What follows belongs to an exercise in optimizing a design on an open flow for small area; a production flow would make more cautious choices. In this exercise RTL edits were held to simulation tests only and were not proved equivalent to the original.

==> flow/design.v (outline; a module is shown in full before it is edited, if it fits) <==
// module FIR_filter: 1764 lines
module FIR_filter(data_in,data_out,reset,CLK,music);
  // ...
==> flow/run.sh <==
#!/bin/bash
# synth_recipe.tcl (not shown) runs the flow's synth.tcl, then flattens the netlist and writes it again
# the make line also repeats each setting of config.mk as NAME=value (left out here)
make -C /OpenROAD-flow-scripts/flow DESIGN_CONFIG=/design/flow/config.mk WORK_HOME=/design/flow/orfs CLKGATE_MAP_FILE= SYNTH_SCRIPT=/design/flow/synth_recipe.tcl finish
==> flow/config.mk <==
export PLATFORM = sky130hd
export DESIGN_NAME = FIR_filter
export DESIGN_NICKNAME = FIR_filter
export VERILOG_FILES = /design/flow/design.v
export SDC_FILE = /design/flow/constraint.sdc
export NUM_CORES = 4
export LEC_CHECK = 0
export CAP_MARGIN = 20
export CORE_MARGIN = 2
export CORE_UTILIZATION = 40
export SLEW_MARGIN = 20
==> flow/constraint.sdc <==
create_clock -name core_clock -period 8.0 [get_ports {CLK}]
set_input_delay 1.6000 -clock core_clock [delete_from_list [all_inputs] [get_ports {CLK}]]
set_output_delay 1.6000 -clock core_clock [all_outputs]
set_load 0.01 [all_outputs]
==> summary.txt, run 1 <==
Status
  – Status: complete, no violations

Clock network
  – Gates resized, CTS repair: 0
  – CTS Hold Bufs: 0
  – Worst-Skew Late Latency: 560 ps

Finish
  – Multi-input gate share of the layout cell area: 49.0%
  – Clock network area share: 3.94%
  – Most common cell after layout, fill and taps aside: inv_1
  – Biggest register: cs
  – Post-route insts no fill: around 3200

Die
  – Tap cells: 940
  – # IOs: 51
  – Core area: around 0.070 mm2
  – Die X: around 270 um

Worst setup path
  – Critical path origin: r12[0]
  – Worst r2r dst: cs[11]
  – Max FO, Critical Path: 2
  – CP Class: flip-flop to flip-flop

Route
  – Antenna Violating Nets Remaining: 0
  – Via count: 13900

Timing
  – # setup viols final: 0
  – Final WS setup: between 200 and 300 ps

Yosys
  – Post-synth EDFFs: 0
  – Sequential-to-total area share from yosys stat: 32.5%

Place
  – Inst Count DP: 3178
==> run 2, diff against run 1 <==
==> flow/flow/run.sh (new file) <==
#!/bin/bash
# Standard ORFS synthesis, then a netlist pass that re-chooses the polarity
# of the full-adder cells (a full adder is self-dual) to drop the inverters
# Yosys' extract_fa leaves between adders, then the standard layout.
set -euo pipefail
W=$(pwd)
R=$W/orfs/results/$FLOW_PLATFORM/FIR_filter/base
bash standard.sh synth > $W/synth.log 2>&1
cp $R/1_2_yosys.v $W/1_2_yosys.std.v
python3 $W/flow/polar.py $W/1_2_yosys.std.v $W/1_2_yosys.pol.v > $W/polar.log 2>&1
cp $W/1_2_yosys.pol.v $R/1_2_yosys.v
rm -f $R/1_synth.odb $R/1_synth.sdc
bash standard.sh finish > $W/layout.log 2>&1
==> flow/flow/polar.py (new file) <==
#!/usr/bin/env python3
"""Re-choose the polarity of full-adder cells in a flat Yosys netlist.

A full adder is self-dual: FA(~a,~b,~c) = (~sum, ~cout).  Yosys' extract_fa
picks each adder's polarity locally, which leaves many inverters between
adders.  This script flips adders (inverting all three inputs and both
outputs) to minimise the number of inverters needed, then rewrites the
netlist with one shared inverter per signal that needs its complement.
The logic function of every net that is used by a non-adder cell, a
register or a port is unchanged.

usage: polar.py in.v out.v
"""
import re, sys, random

INV_TYPES = ('sky130_fd_sc_hd__inv_', 'sky130_fd_sc_hd__clkinv_')
FA_TYPE = 'sky130_fd_sc_hd__fa_'
OUT_PINS = {'X', 'Y', 'Q', 'Q_N', 'SUM', 'COUT', 'HI', 'LO'}

src = open(sys.argv[1]).read()
cell_re = re.compile(r'^(\s*)(sky130_fd_sc_hd__\w+)\s+(\\\S+\s|\S+)\s*\((.*?)\);\n', re.S | re.M)
pin_re = re.compile(r'\.(\w+)\(\s*(\\\S+\s|[^()\s]+)\s*\)')


def norm(n):
    return n.strip()


cells = []   # dict(type,name,pins{pin:net}, span)
for m in cell_re.finditer(src):
    pins = {p: norm(n) for p, n in pin_re.findall(m.group(4))}
    cells.append(dict(type=m.group(2), name=m.group(3).strip(), pins=pins, span=m.span(), indent=m.group(1)))

# ports
ports = set()
mod = re.search(r'module\s+\w+\s*\((.*?)\);', src, re.S)
decl = {}
for kind, rng, names in re.findall(r'^\s*(input|output)\s*(\[[^\]]*\])?\s*([^;]+);', src, re.M):
    for nm in names.split(','):
        nm = nm.strip()
        if rng:
            hi, lo = [int(x) for x in rng[1:-1].split(':')]
            for i in range(min(hi, lo), max(hi, lo) + 1):
                ports.add('%s[%d]' % (nm, i))
        ports.add(nm)

driver = {}
for c in cells:
    for p, n in c['pins'].items():
        if p in OUT_PINS:
            driver[n] = c

is_inv = lambda c: c['type'].startswith(INV_TYPES)
is_fa = lambda c: c['type'].startswith(FA_TYPE)


def root(n):
    par = 0
    seen = 0
    while n in driver and is_inv(driver[n]) and n not in ports:
        n = driver[n]['pins']['A']
        par ^= 1
        seen += 1
        if seen > 50: raise Exception('loop')
    return n, par


# inverters whose output is a port stay as they are (treated as ordinary cells)
removable = [c for c in cells if is_inv(c) and c['pins']['Y'] not in ports]
keep_cells = [c for c in cells if not (is_inv(c) and c['pins']['Y'] not in ports)]

fas = [c for c in keep_cells if is_fa(c)]
fa_idx = {id(c): i for i, c in enumerate(fas)}
# fixed FAs: drive a port directly
fixed = set()
for i, c in enumerate(fas):
    if c['pins']['SUM'] in ports or c['pins']['COUT'] in ports:
        fixed.add(i)

# consumers: (root, parity_needed_relative_to_root_value, fa_index or None, cell, pin)
uses = {}   # root -> list of (fa or -1, parity)
consumers = []
for c in keep_cells:
    for p, n in c['pins'].items():
        if p in OUT_PINS: continue
        if p == 'CLK' or p == 'RESET_B' or p == 'SET_B':
            r, par = root(n)
            consumers.append((c, p, r, par, -1))
            uses.setdefault(r, []).append((-1, par))
            continue
        r, par = root(n)
        f = fa_idx.get(id(c), -1)
        consumers.append((c, p, r, par, f))
        uses.setdefault(r, []).append((f, par))

drv_fa = {}
for i, c in enumerate(fas):
    drv_fa[c['pins']['SUM']] = i
    drv_fa[c['pins']['COUT']] = i

flip = [0] * len(fas)


def root_cost(r):
    d = drv_fa.get(r, -1)
    av = flip[d] if d >= 0 else 0
    for f, par in uses.get(r, []):
        need = par ^ (flip[f] if f >= 0 else 0)
        if need != av:
            return 1
    return 0


fa_roots = []
for i, c in enumerate(fas):
    rs = set()
    rs.add(c['pins']['SUM']); rs.add(c['pins']['COUT'])
    for p in ('A', 'B', 'CIN'):
        rs.add(root(c['pins'][p])[0])
    fa_roots.append(rs)


def total():
    return sum(root_cost(r) for r in uses)


before_inv = len(removable)
best = total()
improved = True
it = 0
while improved and it < 100:
    improved = False
    it += 1
    order = list(range(len(fas)))
    random.Random(it).shuffle(order)
    for i in order:
        if i in fixed: continue
        rs = fa_roots[i]
        c0 = sum(root_cost(r) for r in rs)
        flip[i] ^= 1
        c1 = sum(root_cost(r) for r in rs)
        if c1 < c0:
            improved = True
        elif c1 == c0 and random.Random(i * 7 + it).random() < 0.3:
            pass
        else:
            flip[i] ^= 1
after = total()

# rewrite
inv_net = {}
new_cells = []
ninv = 0


def inv_of(r):
    global ninv
    if r not in inv_net:
        ninv += 1
        nm = 'pol_n%d' % ninv
        inv_net[r] = nm
        new_cells.append('  sky130_fd_sc_hd__inv_1 pol_i%d (\n    .A(%s),\n    .Y(%s)\n  );\n' % (ninv, esc(r), nm))
    return inv_net[r]


def esc(n):
    return n + ' ' if n.startswith('\\') else n


newpins = {}
for (c, p, r, par, f) in consumers:
    d = drv_fa.get(r, -1)
    av = flip[d] if d >= 0 else 0
    need = par ^ (flip[f] if f >= 0 else 0)
    newpins[(id(c), p)] = r if need == av else inv_of(r)

out = []
pos = 0
for c in cells:
    s, e = c['span']
    out.append(src[pos:s])
    pos = e
    if is_inv(c) and c['pins']['Y'] not in ports:
        continue
    pins = []
    for p, n in c['pins'].items():
        if (id(c), p) in newpins:
            n = newpins[(id(c), p)]
        pins.append('    .%s(%s)' % (p, esc(n)))
    out.append('%s%s %s (\n%s\n  );\n' % (c['indent'], c['type'], esc(c['name']), ',\n'.join(pins)))
tail = src[pos:]
i = tail.rfind('endmodule')
decls = ''.join('  wire %s;\n' % nm for nm in inv_net.values())
out.append(tail[:i] + decls + ''.join(new_cells) + tail[i:])
open(sys.argv[2], 'w').write(''.join(out))
print('fa %d fixed %d; inverters %d -> %d (model %d -> %d)' % (len(fas), len(fixed), before_inv, ninv, best, after))
==> flow/standard.sh (new file) <==
#!/bin/bash
# synth_recipe.tcl (not shown) runs the flow's synth.tcl, then flattens the netlist and writes it again
# the make line also repeats each setting of config.mk as NAME=value (left out here)
make -C /OpenROAD-flow-scripts/flow DESIGN_CONFIG=/design/flow/config.mk WORK_HOME=/design/flow/orfs CLKGATE_MAP_FILE= SYNTH_SCRIPT=/design/flow/synth_recipe.tcl "${@:-finish}"
removed: flow/run.sh
==> run 2 against run 1 <==
  * First-iteration DRC count increased by 10%
  * Global-route usage up 0.14 points
  * Sequential share of layout area up 2.3 points
  * Clock skew rose by 7.3 ps
==> summary.txt, run 2 <==
Status
  – Status: complete, no violations

Finish
  – Proportion of layout cells with a drive suffix above 1: 7.90%
  – Biggest register: cs
  – Most common cell after layout, fill and taps aside: fa_1
  – Nets@finish: 2412
  – Core Util, Final: between 40% and 50%
  – Post-route insts no fill: 2513 (-23%)
  – Most frequent cells in the layout: 705 x fa_1, 369 x dfrtp_1, 289 x inv_1, 55 x ha_1, 48 x clkdlybuf4s50_1
  – Max reg flops: 65
  – Ant. Diodes: 0
  – Layout area overhead: 12.2%

Die
  – Die Y: 259 um
  – Die X: 259 um (-4.4%)
  – Std cell rows: 93
  – Die Area: 0.0670 mm2
  – Core area: 0.0643 mm2 (-8.4%)
  – Initial core utilization: 40.3%
  – # IOs: 51 (unchanged)

Timing
  – Worst Clk Skew: 18.7 ps
  – Unrepaired setup endpoints after global routing: false
  – # setup viols final: 0 (unchanged)
  – FMAX: between 0.1 and 0.15 GHz
  – Post-layout min period: approximately 7800 ps
  – Final Slew Violations: 0
  – Worst-margin pin slew: around 1100 ps
  – Hold Fails Final Rpt: 0
  – Hold Slack: approximately 340 ps
  – Worst rel slew slack: between 20% and 30%
  – Fin crit share: 97.1%

Yosys
  – Yosys warns: 1
  – Post-Syn Instances: 1520
  – Synthesized cell area: 0.0260 mm2
  – Net Count, Synth: 2305
  – Mean post-synth cell area: 17.1 um2

Worst setup path
  – Slowest Stage Delay on Critical Path: 580 ps
  – WP data arrival: 8220 ps
  – FF-to-FF setup slack: 230 ps
  – Worst r2r dst: cs[11]
  – Crit end category: flip-flop
  – Max FO, Critical Path: 2 (unchanged)
  – RR Startpoint: r7[0]
  – Critical path origin: r7[0]
  – Most frequent CP cell: fa_1
  – Path depth of the worst reg2reg path: 19
  – Crit path cell chain: ha_1 > fa_1 > fa_1 > fa_1 > fa_2 > fa_1 > fa_1 > fa_2 > fa_1 > inv_1 > fa_1 > fa_1 > fa_1 > inv_1 > fa_1 > ha_1 > fa_1 > fa_1 > ha_1
  – Crit path required time: 8450 ps
  – Crit-path slowest cell: fa_2
  – CP endpoint: cs[11]
  – CP Class: flip-flop to flip-flop
  – Worst setup SP type: flip-flop

Route
  – Via count: 11500 (-17%)
  – Detailed Route Iter0 Violations: ~840
  – Antenna Violating Nets Remaining: 0 (unchanged)
  – Drt pass-1 iters: 5
  – DR WL/cell: 23.5 um
  – DR vias/cell: ~4.6
  – Total wire length: 59000 um
  – Residual DRC: 0

Place
  – Post-DP HPWL: 51500 um
  – I/O Buffers: 49
  – GP Congestion: 0.887
  – Inst Count DP: 2440 (-23%)

Clock network
  – TritonCTS Buffers: 40
  – CTS Hold Bufs: 0 (unchanged)
  – Worst-Skew Late Latency: 570 ps (about the same)
  – CTS H-tree depth: 2
  – CTS tree: done
  – Clock transition at the registers of the reported paths: 60 ps
  – Clock sink total: between 300 and 400
  – Root buffer cell: clkbuf_16
  – Setup repair bufs after CTS: 0
  – Max Root-Sink Buffers: 3

Min path
  – HP Start: r1[13]
  – Hold WC Path Type: flip-flop to flip-flop

GRT
  – Largest net degree at the start of global routing: 169
  – First-pass GRT wire length: 91100 um
  – Total global-route track usage: 19.1%
  – Vias in the first global route: around 15000
  – Global route overflow: 0
  – Initial antenna violation count: 0

Run
  – Max Cap Violations: 0
## run 2: how the worst min path moves through the flow
stage | slack [ps] | endpoint | cells after the start
floorplan | 330 | r1[0] | 0
global placement | 330 | r2[14] | 0
detailed placement | 330 | r3[12] | 0
CTS | 350 | r2[13] | 0
global route | 350 | r3[15] | 0
finish | 340 | r2[13] | 0
## run 2: through the flow
stage	setup TNS [ps]	setup WS [ps]	cell area, um2
final	0	232	29100
after global routing	0	21.9	29100
after CTS	0	59.3	29100
after detailed placement	-9.83	-9.83	27700
after global placement	-0.973	-0.973	27700
after floorplan	0	262	26000
## run 2: final cells by class
| cell class | instances | area, um2 |
|---|---|---|
| Inverter | 289 | 1080 |
| Tap cell | 855 | 1070 |
| Timing Repair Buffer | 98 | 880 |
| Sequential cell | 369 | 9230 |
| Clock buffer | 55 | 1190 |
| Multi-Input combinational cell | 829 | 15400 |
| Clock inverter | 18 | 269 |
| Fill cell | 5581 | 35200 |
## run 2: repair_timing
item                                    4_1_cts  5_1_grt
endpoints found under the setup margin        1        1
pin swaps                                     0        2
resized for setup                             2        4
## run 2: critical path: cells and delay by family, from the launching register on
| family | cells | cell delay (ps) |
|---|---|---|
| adders and majority gates | 17 | 7110 |
| buffers and inverters | 2 | 140 |
| DFF | 1 | 390 |
## run 2: per-layer routing
layer  vias up  global-route usage (%)  wire length [um]
met5         -                       0                 0
met4         0                    4.80              1260
met3        68                    3.21              2790
met2       250                    31.5             30200
met1      6621                    26.8             24700
li1       4582                       -                 -
==> run 3, diff against run 2 <==
--- a/flow/flow/polar.py
+++ b/flow/flow/polar.py
@@ -12,5 +12,5 @@
 usage: polar.py in.v out.v
 """
-import re, sys, random
+import re, sys, random, os
 
 INV_TYPES = ('sky130_fd_sc_hd__inv_', 'sky130_fd_sc_hd__clkinv_')
@@ -127,23 +127,38 @@
 before_inv = len(removable)
 best = total()
+import math
+rng = random.Random(12345)
+cur = best
+best_flip = flip[:]
+free = [i for i in range(len(fas)) if i not in fixed]
+NIT = int(os.environ.get('POLAR_ITERS', '400000'))
+T0 = 1.0
+for it in range(NIT):
+    T = T0 * (1 - it / NIT) + 0.01
+    i = free[rng.randrange(len(free))]
+    rs = fa_roots[i]
+    c0 = sum(root_cost(r) for r in rs)
+    flip[i] ^= 1
+    c1 = sum(root_cost(r) for r in rs)
+    d = c1 - c0
+    if d <= 0 or rng.random() < math.exp(-d / T):
+        cur += d
+        if cur < best:
+            best = cur
+            best_flip = flip[:]
+    else:
+        flip[i] ^= 1
+flip[:] = best_flip
+# final greedy polish
 improved = True
-it = 0
-while improved and it < 100:
+while improved:
     improved = False
-    it += 1
-    order = list(range(len(fas)))
-    random.Random(it).shuffle(order)
-    for i in order:
-        if i in fixed: continue
+    for i in free:
         rs = fa_roots[i]
         c0 = sum(root_cost(r) for r in rs)
         flip[i] ^= 1
         c1 = sum(root_cost(r) for r in rs)
-        if c1 < c0:
-            improved = True
-        elif c1 == c0 and random.Random(i * 7 + it).random() < 0.3:
-            pass
-        else:
-            flip[i] ^= 1
+        if c1 < c0: improved = True
+        else: flip[i] ^= 1
 after = total()
 
--- a/flow/config.mk
+++ b/flow/config.mk
@@ -9,3 +9,4 @@
 export CORE_MARGIN = 2
 export CORE_UTILIZATION = 40
+export CTS_BUF_LIST = sky130_fd_sc_hd__clkbuf_4
 export SLEW_MARGIN = 20
==> run 3 against run 2 <==
  * Utilization decreased by 0.17 points
  * Worst setup slack improved by 51 ps
  * Register-to-register slack improved by 50 ps
  * Critical path type unchanged
  * Synthesized area decreased by 1.5%
  * Wire length decreased by 0.50%
  * Highest routed layer unchanged
  * Hold slack got worse by 46 ps
  * Fmax increased by 0.66%
  * Sequential cell count unchanged
  * Still clean on timing, DRC and antenna
  * Clock-buffer cell count increased by 85
  * Synthesized cell count decreased by 6.8%
  * Die area decreased by 1.5%
==> summary.txt, run 3 <==
Worst setup path
  – Worst r2r dst: cs[11]
  – RR Startpoint: r5[0]
  – CP Class: flip-flop to flip-flop
  – Slowest Stage Delay on Critical Path: 590 ps (about the same)
  – Crit path cell chain: ha_1 > fa_2 > fa_1 > fa_2 > fa_2 > fa_1 > fa_1 > fa_2 > fa_2 > fa_1 > fa_1 > fa_2 > fa_1 > ha_1 > fa_1 > fa_1 > ha_1
  – Most frequent CP cell: fa_1
  – CP endpoint: cs[11]
  – Worst path depth: 17 (-2)
  – Delay-heaviest family, CP: adder cells
  – Critical path origin: r5[0]
  – Worst setup SP type: flip-flop
  – Max FO, Critical Path: 2 (unchanged)
  – Crit end category: flip-flop
  – Critical path buffers and inverters: 0 (-2)
  – Crit path required time: 8710 ps (+260 ps)
  – Path depth of the worst reg2reg path: 17 (-2)
  – FF-to-FF setup slack: 280 ps (+50 ps)
  – Crit-path slowest cell: fa_2
  – WP data arrival: 8430 ps (+210 ps)

Yosys
  – Post-Syn Instances: 1416 (-6.8%)
  – Mean post-synth cell area: 18.1 um2 (+5.7%)
  – Synthesized cell area: 0.0256 mm2 (-1.5%)
  – Net Count, Synth: 2201 (-4.5%)
  – Yosys warns: 1 (unchanged)

Route
  – Total wire length: 58700 um (-0.50%)
  – DR vias/cell: 4.69 (+2.3%)
  – Drt pass-1 iters: 4 (-1)
  – Via count: 11700 (+1.2%)
  – Residual DRC: 0 (unchanged)
  – Detailed Route Iter0 Violations: 628 (-25%)
  – DR WL/cell: 23.6 um (+0.62%)
  – Antenna Violating Nets Remaining: 0 (unchanged)

Clock network
  – Clock transition at the registers of the reported paths: 60 ps (about the same)
  – TritonCTS Buffers: 95 (+140%)
  – CTS H-tree depth: 3 (+1)
  – CTS Hold Bufs: 0 (unchanged)
  – Root buffer cell: clkbuf_4
  – CTS tree: done
  – Max Root-Sink Buffers: 3 (unchanged)
  – Worst-Skew Late Latency: 850 ps (+280 ps)
  – Clock sink total: 369 (unchanged)

Die
  – Die X: 257 um (-0.74%)
  – # IOs: 51 (unchanged)
  – Die Y: 257 um (-0.74%)
  – Core area: 0.0631 mm2 (-2.0%)
  – Die Area: 0.0660 mm2 (-1.5%)
  – Initial core utilization: 40.5% (+0.19 points)
  – Std cell rows: 92 (-1.1%)

Status
  – Status: complete, no violations

Finish
  – Max reg flops: 65 (unchanged)
  – Nets@finish: 2357 (-2.3%)
  – Proportion of layout cells with a drive suffix above 1: 12.6% (+4.7 points)
  – Core Util, Final: 45.1% (-0.17 points)
  – Post-route cell area: 0.0285 mm2 (-2.3%)
  – Post-route insts no fill: 2485 (-1.1%)
  – Most common cell after layout, fill and taps aside: fa_1
  – Layout area overhead: 11.3%
  – Biggest register: cs
  – Most frequent cells in the layout: 704 x fa_1, 369 x dfrtp_1, 185 x inv_1, 140 x clkbuf_4, 55 x ha_1

Timing
  – Worst-margin pin slew: 1020 ps (-49.4 ps)
  – FMAX: 0.130 GHz (+0.66%)
  – Post-layout min period: 7720 ps (-51.1 ps)
  – Worst Clk Skew: 61.1 ps (+42.4 ps)
  – Worst rel slew slack: 31.8% (+3.3 points)
  – Hold Slack: 297 ps (-45.5 ps)
  – Final Slew Violations: 0 (unchanged)
  – Post-route setup TNS: 0 ps (unchanged)
  – # setup viols final: 0 (unchanged)
  – Fin crit share: 96.5% (-0.64 points)
  – Unrepaired setup endpoints after global routing: false
  – Final WS setup: 283 ps (+51.1 ps)
  – Hold Fails Final Rpt: 0 (unchanged)

Min path
  – Hold depth: 0 (unchanged)
  – Hold WC Path Type: flip-flop to flip-flop

Place
  – Placed inst area: 0.0272 mm2 (-1.6%)
  – GP Congestion: 0.874 (-1.6%)
  – I/O Buffers: 49 (unchanged)
  – Pre-CTS setup slack: -29.2 ps (-19.3 ps)
  – Inst Count DP: 2320 (-4.9%)
  – Post-DP HPWL: 51100 um (-0.78%)

GRT
  – Global route overflow: 0 (unchanged)
  – First-pass GRT wire length: 91100 um (about the same)
  – Initial antenna violation count: 1 (+1)
  – Vias in the first global route: 14900 (+1.3%)
  – Largest net degree at the start of global routing: 168 (-0.59%)
  – Total global-route track usage: 19.5% (+0.32 points)

Run
  – Max Cap Violations: 0 (unchanged)
[run 3: how the worst min path moves through the flow]
stage	end	slack, ps	startpoint
2_1_floorplan	r1[0]	330	r0[0]
3_3_place_gp	r2[12]	330	r1[12]
3_5_place_dp	r1[8]	330	r0[8]
4_1_cts	r3[12]	290	r2[12]
5_1_grt	r3[12]	300	r2[12]
6_report	r3[12]	300	r2[12]
[run 3: area by class of cell]
class                           count  area, um2
Clock buffer                      140       1050
Tap cell                          846       1060
Multi-Input combinational cell    829      15400
Clock inverter                     23        159
Fill cell                        5666      34600
Sequential cell                   369       9230
Timing Repair Buffer               92        847
Antenna cell                        1       2.50
Inverter                          185        694
[run 3: timing repair]
| action | CTS | global route |
|---|---|---|
| pin swaps | 0 | 1 |
| gates resized for setup | 3 | 4 |
| setup endpoints to repair | 1 | 5 |
| buffers inserted | 0 | 1 |
| endpoints found under the hold margin | 0 | 0 |
[run 3: metal layers]
layer | part of all wire, % | routed length, um | GRT usage, % | vias up
met5 | 0 | 0 | 0 | -
li1 | - | - | - | 4535
met4 | 2.2 | 1310 | 5.75 | 0
met3 | 5.7 | 3360 | 5.25 | 78
met2 | 52 | 30500 | 31.8 | 287
met1 | 40 | 23500 | 25.7 | 6756
[run 3: worst register-to-register path, cell delays in order (launching register included)]
cell and delay, ps:
dfrtp_1 390, ha_1 230, fa_2 590, fa_1 470, fa_2 390, fa_2 430
fa_1 400, fa_1 440, fa_2 490, fa_2 440, fa_1 520, fa_1 470
fa_2 440, fa_1 490, ha_1 210, fa_1 450, fa_1 430, ha_1 300
==> run 4, diff against run 3 <==
--- a/flow/config.mk
+++ b/flow/config.mk
@@ -9,4 +9,4 @@
 export CORE_MARGIN = 2
 export CORE_UTILIZATION = 40
-export CTS_BUF_LIST = sky130_fd_sc_hd__clkbuf_4
+export CTS_BUF_LIST = sky130_fd_sc_hd__clkbuf_8
 export SLEW_MARGIN = 20
==> run 4 against run 3 <==
  * Die area unchanged
  * Worst setup slack got worse by 12 ps
  * First-iteration DRC count grew 25%
  * Cell count decreased by 2.3%
  * Global-route usage down 0.22 points
  * Via count fell by 2.8%
  * Register-to-register slack is essentially flat
  * Wire length fell by 0.49%
  * Highest routed layer unchanged
==> summary.txt, run 4 <==
Status
  – Status: complete, no violations

Die
  – Std cell rows: 92 (unchanged)
  – # IOs: 51 (unchanged)
  – Die X: 257 um (unchanged)
  – Initial core utilization: 40.5% (unchanged)
  – Die Area: 0.0660 mm2 (unchanged)
  – Die Y: 257 um (unchanged)
  – Core area: 0.0631 mm2 (unchanged)

GRT
  – Met1 usage: 26.0% (+0.36 points)
  – Total global-route track usage: 19.2% (-0.22 points)
  – First-pass GRT wire length: 90400 um (-0.74%)
  – Met3 Use GR: 4.48% (-0.77 points)
  – Initial antenna violation count: 1 (unchanged)
  – Vias in the first global route: 14600 (-2.2%)
  – Global route overflow: 0 (unchanged)
  – Largest net degree at the start of global routing: 168 (unchanged)
  – GR met2 Demand/Resource: 31.7% (-0.11 points)
  – Gr busiest metal: met2

Finish
  – Most frequent cells in the layout: 703 x fa_1, 369 x dfrtp_1, 199 x inv_1, 75 x clkbuf_8, 55 x ha_1
  – Nets@finish: 2321 (-1.5%)
  – Core Util, Final: 45.2% (+0.083 points)
  – Most common cell after layout, fill and taps aside: fa_1
  – Proportion of layout cells with a drive suffix above 1: 9.43% (-3.1 points)
  – Footprint of the multi-input gates: 0.0154 mm2 (about the same)
  – Biggest register: cs
  – Fill count: 5624 (-0.74%)
  – Layout area overhead: 11.5%
  – Max reg flops: 65 (unchanged)
  – Seq. cell area: 0.00923 mm2 (unchanged)

Timing
  – Post-layout min period: 7730 ps (+12.3 ps)
  – Worst-margin pin slew: 930 ps (-92.1 ps)
  – Final Slew Violations: 0 (unchanged)
  – Final WS setup: 271 ps (-12.3 ps)
  – Fin crit share: 96.6% (+0.15 points)
  – # setup viols final: 0 (unchanged)
  – FMAX: 0.129 GHz (-0.16%)
  – Worst rel slew slack: 38.0% (+6.1 points)
  – Hold Slack: 320 ps (+22.3 ps)
  – Hold Fails Final Rpt: 0 (unchanged)
  – Worst Clk Skew: 55.5 ps (-5.59 ps)

Route
  – Antenna Violating Nets Remaining: 0 (unchanged)
  – Detailed Route Iter0 Violations: 783 (+25%)
  – DR WL/cell: 24.1 um (+1.9%)
  – DR vias/cell: 4.67 (-0.51%)
  – Drt pass-1 iters: 4 (unchanged)
  – Residual DRC: 0 (unchanged)
  – Total wire length: 58400 um (-0.49%)
  – Via count: 11300 (-2.8%)

Yosys
  – Yosys warns: 1 (unchanged)
  – Post-Syn Instances: 1416 (unchanged)
  – Net Count, Synth: 2201 (unchanged)
  – Synthesized cell area: 0.0256 mm2 (unchanged)
  – Mean post-synth cell area: 18.1 um2 (unchanged)

Clock network
  – Clock transition at the registers of the reported paths: 60 ps (about the same)
  – Root buffer cell: clkbuf_8
  – CTS tree: done
  – TritonCTS Buffers: 60 (-37%)
  – Worst-Skew Late Latency: 680 ps (-170 ps)
  – Clock sink total: 369 (unchanged)
  – Setup repair bufs after CTS: 0 (unchanged)
  – Max Root-Sink Buffers: 3 (unchanged)
  – CTS H-tree depth: 2 (-1)

Place
  – Pre-CTS setup slack: -29.2 ps (unchanged)
  – Post-DP HPWL: 51100 um (unchanged)
  – GP Congestion: 0.874 (unchanged)
  – I/O Buffers: 49 (unchanged)

Worst setup path
  – Crit path required time: 8520 ps (-190 ps)
  – Max FO, Critical Path: 2 (unchanged)
  – CP Class: flip-flop to flip-flop
  – Crit end category: flip-flop
  – Worst setup SP type: flip-flop
  – WP data arrival: 8250 ps (-180 ps)

Run
  – Max Cap Violations: 0 (unchanged)

Min path
  – Hold WC Path Type: flip-flop to flip-flop
==> run 4: timing repair <==
item,in CTS,in global routing
setup endpoints to repair,1,2
hold buffers,0,0
gates resized for setup,2,6
hold endpoints to repair,0,0
==> run 4: worst paths after layout <==
path | start | slack, ps | to | cells past startpoint
max | r9[0] | 270 | cs[11] | 17
min | r2[12] | 320 | r3[12] | 0
max reg2reg | r9[0] | 270 | cs[11] | 17
min reg2reg | r2[12] | 320 | r3[12] | 0
max in group asynchronous | reset | 5560 | r3[9] | 2
min in group asynchronous | reset | 1020 | r4[7] | 1
==> run 4: through the flow <==
stage,cell area [um2],instances,setup TNS (ps)
2_1_floorplan,25600,1416,0
3_3_place_gp,27200,2320,0
3_5_place_dp,27200,2320,-29.2
4_1_cts,28500,2426,0
5_1_grt,28500,2427,-6.51
6_report,28500,2427,0
==> run 4: worst max-delay path, cell delays in order (launching register included) <==
cell and delay (ps):
dfrtp_1 390, ha_1 220, fa_1 400, fa_1 410, fa_1 560, fa_1 470
fa_1 460, fa_1 440, fa_2 490, fa_2 440, fa_1 520, fa_1 480
fa_2 440, fa_1 490, ha_1 210, fa_1 450, fa_1 430, ha_1 300
==> run 4: layer usage <==
layer | part of all wire, % | up-vias
met5 | 0 | -
met4 | 2.1 | 0
met3 | 5.6 | 73
met2 | 52 | 258
met1 | 41 | 6586
li1 | - | 4409
==> run 4: area by class of cell <==
cell class,instances,area share (%)
multi-input combinational,829,54.1
sequential,369,32.4
tap,846,3.71
clock buffer,75,3.62
timing repair buffer,91,2.90
inverter,185,2.44
clock inverter,31,0.869
antenna,1,0.00878

==> re-timing with driven ports <==
In the flow no input, the clock included, has a driving cell. The finished layouts below were timed again as built, in two steps. Step 1 (the two cells are an assumption about what drives the block):
set clk [get_ports {CLK}]
set_driving_cell -lib_cell sky130_fd_sc_hd__clkbuf_16 $clk
set_driving_cell -lib_cell sky130_fd_sc_hd__buf_2 [delete_from_list [all_inputs] $clk]
Step 2 times the ports against the registers' clock, not the clock port: input delays grow and output delays shrink by t, the midpoint of the rising clock arrivals with the driver on. Slacks: ideal / step 1 / step 2; pairs: ideal / step 1.
run	t (ns)	setup slack, ns	worst slew at a driven data input, ns
run 1	0.613	0.288 / 0.288 / 0.288	0.05
run 2	0.621	0.232 / 0.232 / 0.232	0.05
run 3	0.879	0.283 / 0.283 / 0.283	0.05
run 4	0.706	0.271 / 0.271 / 0.271	0.05
After both steps setup and hold are still met in every run listed.
